What follows belongs to an exercise in optimizing a design on an open flow for small area; a production flow would make more cautious choices.
Where RTL was checked, it was by simulation tests only, not by an equivalence proof against the original.
Power and IR drop assume default switching activity.

run 3:
Design lock, start of the top module:
module lock(
    input clk,
    input rst,
    input btn0,
    input btn1,
    input [3:0] row,
    output [3:0] col,
    output rs,
    output e,
    output [7:0] data,
    output [15:0] led7_out,
    output [2:0] rgb,
    output lock_status,
    output eval
    );
==> flow/config.mk <==
export PLATFORM = sky130hd
export DESIGN_NAME = lock
export DESIGN_NICKNAME = lock
export VERILOG_FILES = /design/flow/design.v
export SDC_FILE = /design/flow/constraint.sdc
export NUM_CORES = 4
export LEC_CHECK = 0
export ABC_AREA = 1
export CAP_MARGIN = 20
export CORE_MARGIN = 2
export CORE_UTILIZATION = 70
export GPL_TIMING_DRIVEN = 0
export SLEW_MARGIN = 20
==> flow/constraint.sdc <==
create_clock -name core_clock -period 15.0 [get_ports {clk}]
set_input_delay 3.0000 -clock core_clock [delete_from_list [all_inputs] [get_ports {clk}]]
set_output_delay 3.0000 -clock core_clock [all_outputs]
set_load 0.01 [all_outputs]
standard.sh (not shown) runs the stock make flow with config.mk's settings and CLKGATE_MAP_FILE= SYNTH_SCRIPT=/design/flow/synth_recipe.tcl, a recipe that flattens the netlist after the stock synthesis.
==> flow/flow/run.sh <==
#!/bin/bash
# Layout flow: the standard synthesis, then its combinational logic
# re-mapped by Yosys/ABC with a stronger area script (registers, their
# names and cell types untouched), then the standard layout from floorplan
# to finish.
set -euo pipefail
W=$(pwd)
R=$W/orfs/results/$FLOW_PLATFORM/lock/base
YOSYS=$FLOW_HOME/../tools/install/yosys/bin/yosys
[ -x "$YOSYS" ] || YOSYS=yosys
LIB=$FLOW_HOME/platforms/$FLOW_PLATFORM/lib/sky130_fd_sc_hd__tt_025C_1v80.lib

# 1. standard synthesis
bash standard.sh synth > $W/1_standard_synth.log 2>&1

# 2. re-map the combinational logic
cp $R/1_2_yosys.v $W/1_2_yosys_standard.v
sed -e "s#@LIB@#$LIB#g" -e "s#@IN@#$W/1_2_yosys_standard.v#g" \
    -e "s#@OUT@#$W/1_2_yosys_remapped.v#g" -e "s#@ABC@#$W/flow/remap.abc#g" \
    $W/flow/remap.ys > $W/remap.ys
"$YOSYS" -s $W/remap.ys > $W/2_remap_yosys.log 2>&1
cp $W/1_2_yosys_remapped.v $R/1_2_yosys.v
rm -f $R/1_synth.odb $R/1_synth.sdc

# 3. standard layout from the re-mapped netlist
# clock tree: small buffers, no dummy loads
# port buffers: the smallest buffer
export BUFFER_PORTS_ARGS="-inputs -outputs -buffer_cell sky130_fd_sc_hd__buf_1"
export CTS_ARGS="-sink_clustering_enable -repair_clock_nets -dont_use_dummy_load -buf_list sky130_fd_sc_hd__clkbuf_8 -sink_clustering_size 16 -sink_clustering_max_diameter 80"
bash standard.sh > $W/3_standard_layout.log 2>&1
test -f $W/out/final.def
==> flow/flow/remap.abc <==
strash; &get -n; &deepsyn -T 1200; &put; strash; &get -n; &dch -f; &nf -a -R 1000; &put
Other scripts of this flow, unchanged in this note and not shown: flow/flow/remap.ys
Here is what was changed in the inputs of run 4 compared with run 3.
Settings: GPL_TIMING_DRIVEN removed (was 0).
==> flow/flow/remap.abc <==
strash; &get -n; &deepsyn -T 600; &put; strash; &get -n; &dch -f; &nf -a -R 1000; &put
Results
Number of fill cells (lower): run 4. Relative to run 3, post-placement worst setup slack has gone up in run 4. The sequential power was comparable across run 4 and run 3. Run 4 vs. run 3: final period utilization went down by 3.3 points. sky130_fd_sc_hd__buf_2 as the cell with the largest stage delay on the worst path was reported by run 3, and sky130_fd_sc_hd__nor2_1 by run 4.

* * *

lock, a different RTL version from the one above (not shown whole).
For scale: about 2300 cells after synthesis, roughly 290 flip-flops, about 43 I/O pins, about 0.017 mm² of cells after synthesis.
make LEC_CHECK=0 ABC_AREA=1 CAP_MARGIN=20 CORE_MARGIN=2 CORE_UTILIZATION=70 CTS_BUF_LIST=sky130_fd_sc_hd__clkbuf_2 SLEW_MARGIN=20 finish   # period 15.0 ns
run.sh (not shown) runs the stock make flow with config.mk's settings and CLKGATE_MAP_FILE= SYNTH_SCRIPT=/design/flow/synth_recipe.tcl, a recipe that flattens the netlist after the stock synthesis.
Stock flow here: none of the scripts above is used.
The first run produced a clean layout.
==> next run, changes <==
Settings changed: CTS_BUF_LIST sky130_fd_sc_hd__clkbuf_2 to sky130_fd_sc_hd__clkbuf_4, CTS_CLUSTER_SIZE from default to 20.
Result: Worst setup slack improved by 0.028 ns; routed wire length goes up by 1.1%; worst hold slack got worse by 0.035 ns; via count goes up by 0.59%; synthesized cell count does not change; maximum frequency goes up by 0.50%; combinational power barely changes.
Function was not checked in any run of this note: the RTL went through the layout flow alone.

* * *

lock, a different RTL version from the one above (not shown whole).
Size: ~1700 cells after synthesis, roughly 0.013 mm^2 of cells after synthesis.
clock: 15.0 ns
lec_check: 0
abc_area: 1
cap_margin: 20
core_margin: 2
core_utilization: 70
slew_margin: 20
standard.sh (not shown) runs the stock make flow with config.mk's settings and CLKGATE_MAP_FILE= SYNTH_SCRIPT=/design/flow/synth_recipe.tcl, a recipe that flattens the netlist after the stock synthesis.
==> flow/flow/run.sh <==
#!/bin/bash
# Layout flow: the standard synthesis, then its combinational logic
# re-mapped by Yosys/ABC with a stronger area script (registers, their
# names and cell types untouched), then the standard layout from floorplan
# to finish.
set -euo pipefail
W=$(pwd)
R=$W/orfs/results/$FLOW_PLATFORM/lock/base
YOSYS=$FLOW_HOME/../tools/install/yosys/bin/yosys
[ -x "$YOSYS" ] || YOSYS=yosys
LIB=$FLOW_HOME/platforms/$FLOW_PLATFORM/lib/sky130_fd_sc_hd__tt_025C_1v80.lib

# 1. standard synthesis
bash standard.sh synth > $W/1_standard_synth.log 2>&1

# 2. re-map the combinational logic
cp $R/1_2_yosys.v $W/1_2_yosys_standard.v
sed -e "s#@LIB@#$LIB#g" -e "s#@IN@#$W/1_2_yosys_standard.v#g" \
    -e "s#@OUT@#$W/1_2_yosys_remapped.v#g" -e "s#@ABC@#$W/flow/remap.abc#g" \
    $W/flow/remap.ys > $W/remap.ys
"$YOSYS" -s $W/remap.ys > $W/2_remap_yosys.log 2>&1
cp $W/1_2_yosys_remapped.v $R/1_2_yosys.v
rm -f $R/1_synth.odb $R/1_synth.sdc

# 3. standard layout from the re-mapped netlist
# clock tree: small buffers, no dummy loads
# port buffers: the smallest buffer
export BUFFER_PORTS_ARGS="-inputs -outputs -buffer_cell sky130_fd_sc_hd__buf_1"
export CTS_ARGS="-sink_clustering_enable -repair_clock_nets -dont_use_dummy_load -buf_list sky130_fd_sc_hd__clkbuf_4"
bash standard.sh > $W/3_standard_layout.log 2>&1
test -f $W/out/final.def
==> flow/flow/remap.abc <==
strash; &get -n; &deepsyn -T 600; &put; strash; &get -n; &dch -f; &nf -a -R 1000; &put
Other scripts of this flow, unchanged in this note and not shown: flow/flow/remap.ys
The first run finished with timing, DRC and antenna clean.
Then changed:
==> flow/flow/remap.abc (replaced) <==
strash; &get -n; &deepsyn -T 300; &put; dch; map -a
Register-to-register slack is worse by 820 ps.
First-iteration DRC count went down by 5.2%.
Total power goes down by about 1.2%.

[static timing again, ports no longer ideal]
The results above use ideal ports. As a check the final layouts listed here were re-extracted and re-timed, cells and wires unchanged.
Step 1: set_driving_cell puts a clkbuf_16 on clk and a buf_2 on each other input, an assumption about the parent block.
Step 2 moves the port delays by t, midway between the first and last clock arrival at a register: inputs arrive t later, outputs are due t later. That takes back most of the time a late clock gives input paths.
Three values: no drivers, after step 1, after step 2; two values: the first two.
run | shift t [ns] | setup slack, ns | worst setup path after step 2 | clock arrival spread, ns | slew at the worst register clock pin (ns)
run 3 | 0.595 | 7.486 / 7.509 / 6.913 | input to register | 0.035 / 0.035 | 0.11 / 0.11
run 4 | 0.572 | 7.976 / 7.992 / 7.420 | input to register | 0.076 / 0.077 | 0.11 / 0.11
the first run of note 2 | 0.879 | 9.352 / 9.352 / 9.352 | register to register | 0.127 / 0.127 | 0.12 / 0.12
the second run of note 2 | 0.752 | 9.380 / 9.380 / 9.380 | register to register | 0.069 / 0.069 | 0.08 / 0.08
the first run of note 3 | 0.691 | 9.993 / 10.012 / 9.321 | input to register | 0.073 / 0.072 | 0.07 / 0.07
the second run of note 3 | 0.693 | 9.679 / 9.679 / 9.147 | input to register | 0.107 / 0.107 | 0.08 / 0.08
After both steps every run listed still meets setup and hold. For the first run of note 3, which loses most, drivers alone change the setup slack by +0.019 ns; drivers and shift together by -0.672 ns.
